Background: an optimization exercise with open tools, aiming at small area, a short achievable clock period and few clock cycles per item. Do not read the settings as production practice. Only simulation tests tie the RTL to the original design; equivalence was not proved.

==> inputs of garnet <==
Design fpu_arith, start of the top module:
module fpu_arith
  (
   clk,
   rst,
   opa_i,
   opb_i,
   fpu_op_i,
   rmode_i,
   output_o,
   start_i,
   ready_o,
   ine_o,
   overflow_o,
   underflow_o,
   div_zero_o,
   inf_o,
   zero_o,
   qnan_o,
   snan_o
   );
==> module fpu_conv_s1, before the edit <==
module fpu_conv_s1
  (
   input [31:0]      opa,
   input 	     op_f2i,  
   input [1:0] 	     rmode,
   output [22:0]     fract_out,
   output 	     r_o,
   output 	     s_o,
   output [7:0]      exp_out,
   output 	     exp_in_lt_half_o,
   output 	     f2i_zero_o,
   output 	     f2i_max_o,
   output 	     fract_in_00_o,
   output 	     fract_in_lo_nz_o,
   output 	     sign_a_o,
   output 	     sign_b_o
   );
   wire 	     opas = opa[31];
   wire [7:0] 	     expa = opa[30:23];
   wire 	     opa_inf = (&expa) & !(|opa[22:0]);
   wire 	     opa_nan = (&expa) & (|opa[22:0]);
   wire [7:0] 	     exp_in = op_f2i ? expa : 8'd0;
   wire [47:0] 	     fract_in = op_f2i ?
			       (opas ? 48'd1 - {24'h00, (|expa), opa[22:0]} - 48'd1 :
				{24'h0, (|expa), opa[22:0]}) :
			       (opas ? 48'd1 - {opa[30:0], 17'h01} : {opa[30:0], 17'h0});
   reg [5:0] 	     fi_ldz;
   integer 	     i;
   always @* begin
      fi_ldz = 6'd48;
      for (i = 1; i < 48; i = i + 1)
	if (fract_in[i]) fi_ldz = 6'd48 - i;
   end
   wire 	     fract_in_00 = !(|fract_in);
   wire 	     rmode_00 = rmode == 2'b00;
   wire 	     rmode_11 = rmode == 2'b11;
   wire 	     exp_in_00 = !(|exp_in);
   wire [7:0] 	     f2i_emin = rmode_00 ? 8'h7e : 8'h7f;
   wire 	     f2i_exp_gt_max = exp_in > 8'h9d;
   wire 	     f2i_exp_lt_min = exp_in < f2i_emin;
   wire 	     f2i_zero = (((f2i_exp_lt_min & (opas & (!rmode_11 | fract_in_00))) |
				  (f2i_exp_lt_min & !opas) |
				  (f2i_exp_gt_max & opas))
				 & !(&exp_in)) |
			        (opa_inf & opas) |
			        (fract_in_00 & exp_in_00);
   wire 	     f2i_max = ((((!opas & f2i_exp_gt_max) |
				  (f2i_exp_lt_min & !fract_in_00 & rmode_11 & opas))
				 & !(&exp_in)) |
				(opa_nan | (opa_inf & !opas))) &
			       !(opas & fract_in_00 & exp_in_00);
   wire [7:0] 	     f2i_shft = exp_in - 8'h7d;
   wire [7:0] 	     conv_shft = op_f2i ? f2i_shft : {2'h0, fi_ldz};
   wire [47:0] 	     fract_in_shftl = (|conv_shft[7:6] | (f2i_zero & op_f2i)) ?
				      48'd0 : fract_in << conv_shft[5:0];
   assign fract_out = fract_in_shftl[47:25];
   assign r_o = fract_in_shftl[24];
   assign s_o = |fract_in_shftl[23:0];
   wire [7:0] 	     exp_i2f = fract_in_00 ? (opas ? 8'h9e : 8'd0) : (8'h9e - {2'd0, fi_ldz});
   wire [55:0] 	     exp_f2i_1 = {{8{fract_in[47]}}, fract_in} << f2i_shft;
   wire [7:0] 	     exp_f2i = f2i_zero ? 8'd0 : f2i_max ? 8'hff : exp_f2i_1[55:48];
   assign exp_out = op_f2i ? exp_f2i : exp_i2f;
   assign exp_in_lt_half_o = exp_in < 8'h80;
   assign f2i_zero_o = f2i_zero;
   assign f2i_max_o = f2i_max;
   assign fract_in_00_o = fract_in_00;
   assign fract_in_lo_nz_o = |fract_in[23:0];
   assign sign_a_o = opas & f2i_exp_gt_max & f2i_zero;
   assign sign_b_o = opa_nan | (f2i_zero & !f2i_max & !(opa_inf & opas));
endmodule
export LEC_CHECK = 0
export ABC_AREA = 1
export CAP_MARGIN = 20
export CORE_MARGIN = 2
export CORE_UTILIZATION = 35
export SLEW_MARGIN = 20
create_clock -name core_clock -period 9.0 [get_ports {clk}]
run.sh (not shown) runs the stock make flow with config.mk's settings and CLKGATE_MAP_FILE= SYNTH_SCRIPT=/design/flow/synth_recipe.tcl, a recipe that flattens the netlist after the stock synthesis.
==> raven: changes against garnet <==
Settings changed: ABC_AREA 1 to unset, SETUP_SLACK_MARGIN set to 0.3.
==> umber: changes against garnet <==
--- a/flow/design.v
+++ b/flow/design.v
@@ -459,4 +459,5 @@
    wire [7:0] 	     conv_shft = op_f2i ? f2i_shft : {2'h0, fi_ldz};
+   wire [55:0] 	     fract_in_shft56 = {{8{fract_in[47]}}, fract_in} << conv_shft[5:0];
    wire [47:0] 	     fract_in_shftl = (|conv_shft[7:6] | (f2i_zero & op_f2i)) ?
-				      48'd0 : fract_in << conv_shft[5:0];
+				      48'd0 : fract_in_shft56[47:0];
    assign fract_out = fract_in_shftl[47:25];
@@ -465,4 +466,4 @@
    wire [7:0] 	     exp_i2f = fract_in_00 ? (opas ? 8'h9e : 8'd0) : (8'h9e - {2'd0, fi_ldz});
-   wire [55:0] 	     exp_f2i_1 = {{8{fract_in[47]}}, fract_in} << f2i_shft;
-   wire [7:0] 	     exp_f2i = f2i_zero ? 8'd0 : f2i_max ? 8'hff : exp_f2i_1[55:48];
+   wire [7:0] 	     exp_f2i_1 = (|f2i_shft[7:6]) ? 8'd0 : fract_in_shft56[55:48];
+   wire [7:0] 	     exp_f2i = f2i_zero ? 8'd0 : f2i_max ? 8'hff : exp_f2i_1;
    assign exp_out = op_f2i ? exp_f2i : exp_i2f;
Settings changed: GPL_TIMING_DRIVEN set to 0.
==> ember: changes against garnet <==
Settings changed: ABC_AREA 1 to unset.
==> impl_metrics.py <==
metrics = {
    "run_status": {
        "status": "no timing/DRC/antenna violations",
    },
    "worst_setup_path": {
        "reg2reg_to": "mul_or",
        "arrival_ns": 9.28,
        "path_depth": 28,
        "crit_family": "compound AO/OA/AOI/OAI gates",
    },
    "detailed_routing": {
        "met2_length_microns": 142200,
        "viasPerCell": 6.041,
        "vias": 77640,
    },
    "cells_and_area": {
        "nMultiInputCombCells": 8017,
        "area_delta_synth_final_pct": 16.40,
    },
    "global_route": {
        "grt_max_degree": 78,
    },
    "synth": {
        "synth_top_area_share_pct": 11.26,
        "yosys.area_share.simple_pct": 24.17,
    },
    "placed_design": {
        "io_buffers": 112,
    },
    "sta": {
        "worst_slew_pin_slew_ns": 1.374,
    },
}
the above is filed under ember

==> impl_metrics.py <==
metrics = {
    "global_route": {
        "grt_max_degree": 22,
    },
    "worst_setup_path": {
        "arrival_ns": 9.67,
        "reg2reg_to": "mul_m[46]",
        "crit_family": "compound AO/OA/AOI/OAI gates",
    },
    "sta": {
        "setup_viol": 1,
        "fin_ws_ns": -0.08974,
        "worst_slew_pin_slew_ns": 1.182,
    },
    "synth": {
        "synth_top_area_share_pct": 16.30,
    },
    "run_status": {
        "violations": "negative setup slack",
        "status": "complete, but fails checks",
    },
    "detailed_routing": {
        "vias": 80270,
    },
}
the above is filed under umber

==> impl_metrics.py <==
metrics = {
    "run_status": {
        "status": "no timing/DRC/antenna violations",
    },
    "worst_setup_path": {
        "crit_family": "adder cells",
        "crit_slowest_cell": "clkdlybuf4s50_1",
        "reg2reg_to": "mul_m[47]",
        "startpoint_type": "input port",
        "arrival_ns": 9.25,
        "path_depth": 40,
    },
    "synth": {
        "yosys.area_share.simple_pct": 32.76,
        "synth_top_area_share_pct": 16.30,
    },
    "detailed_routing": {
        "wl_microns": 326400,
    },
    "sta": {
        "worst_slew_pin_slew_ns": 1.317,
    },
    "clock_network": {
        "cts_hold_buf": 0,
    },
    "cells_and_area": {
        "mostFrequentLayoutCell": "nand2_1",
        "area_delta_synth_final_pct": 14.50,
        "nMultiInputCombCells": 8770,
        "top_register": "mul_m",
    },
    "placed_design": {
        "io_buffers": 112,
    },
    "global_route": {
        "grt_max_degree": 66,
    },
}
the above is filed under garnet

==> impl_metrics.py <==
metrics = {
    "global_route": {
        "grt_max_degree": 69,
    },
    "cells_and_area": {
        "final_util_pct": 41.35,
        "nMultiInputCombCells": 8017,
        "fillers": 20580,
    },
    "worst_setup_path": {
        "arrival_ns": 9.05,
        "path_depth": 46,
        "crit_family": "compound AO/OA/AOI/OAI gates",
        "reg2reg_to": "as_f1[7]",
    },
    "synth": {
        "synth_top_area_share_pct": 11.26,
    },
    "detailed_routing": {
        "vias": 77290,
        "met2_length_microns": 142200,
        "viasPerCell": 6.022,
        "wl_microns": 345900,
    },
    "sta": {
        "fin_tns_setup_ns": 0,
        "worst_slew_pin_slew_ns": 1.204,
    },
    "placed_design": {
        "io_buffers": 112,
    },
    "run_status": {
        "status": "no timing/DRC/antenna violations",
    },
}
the above is filed under raven

Testbench counts of garnet, summed over its fixed seeds: cycles 40,382, ops 16,000.
Testbench counts of raven, summed over its fixed seeds: cycles 40,382, ops 16,000.
Testbench counts of umber, summed over its fixed seeds: cycles 40,382, ops 16,000.
Testbench counts of ember, summed over its fixed seeds: cycles 40,382, ops 16,000.

## what the ideal ports hide
No port has a modelled driver above. Below, the same layouts with a new extraction and two added sets of constraints. Step 1 assumes that a clkbuf_16 drives the clock port and a buf_2 every other input. Step 2 moves the port delays by t, midway between the first and last clock arrival at a register: inputs arrive t later, outputs are due t later. That takes back most of the time a late clock gives input paths. Slacks: ideal ports / drivers / drivers and shift; pairs: ideal ports / drivers.
run	shift t [ns]	setup slack, ns	hold slack, ns	worst setup path at the end	pins driven straight from the clock port
garnet	0.771	0.359 / 0.382 / -0.389	0.439 / 0.439 / 0.439	input to register	1
raven	0.764	0.497 / 0.414 / -0.172	0.462 / 0.462 / 0.462	input to register	1
umber	0.792	-0.090 / -0.066 / -0.859	0.431 / 0.431 / 0.431	input to register	1
ember	0.754	0.252 / 0.182 / -0.477	0.467 / 0.467 / 0.467	input to register	1
With both steps, setup timing fails in garnet, raven and ember, where it was met with ideal ports. The setup slack of umber, which loses most, moves by +0.024 ns with the drivers and by -0.769 ns with both steps.
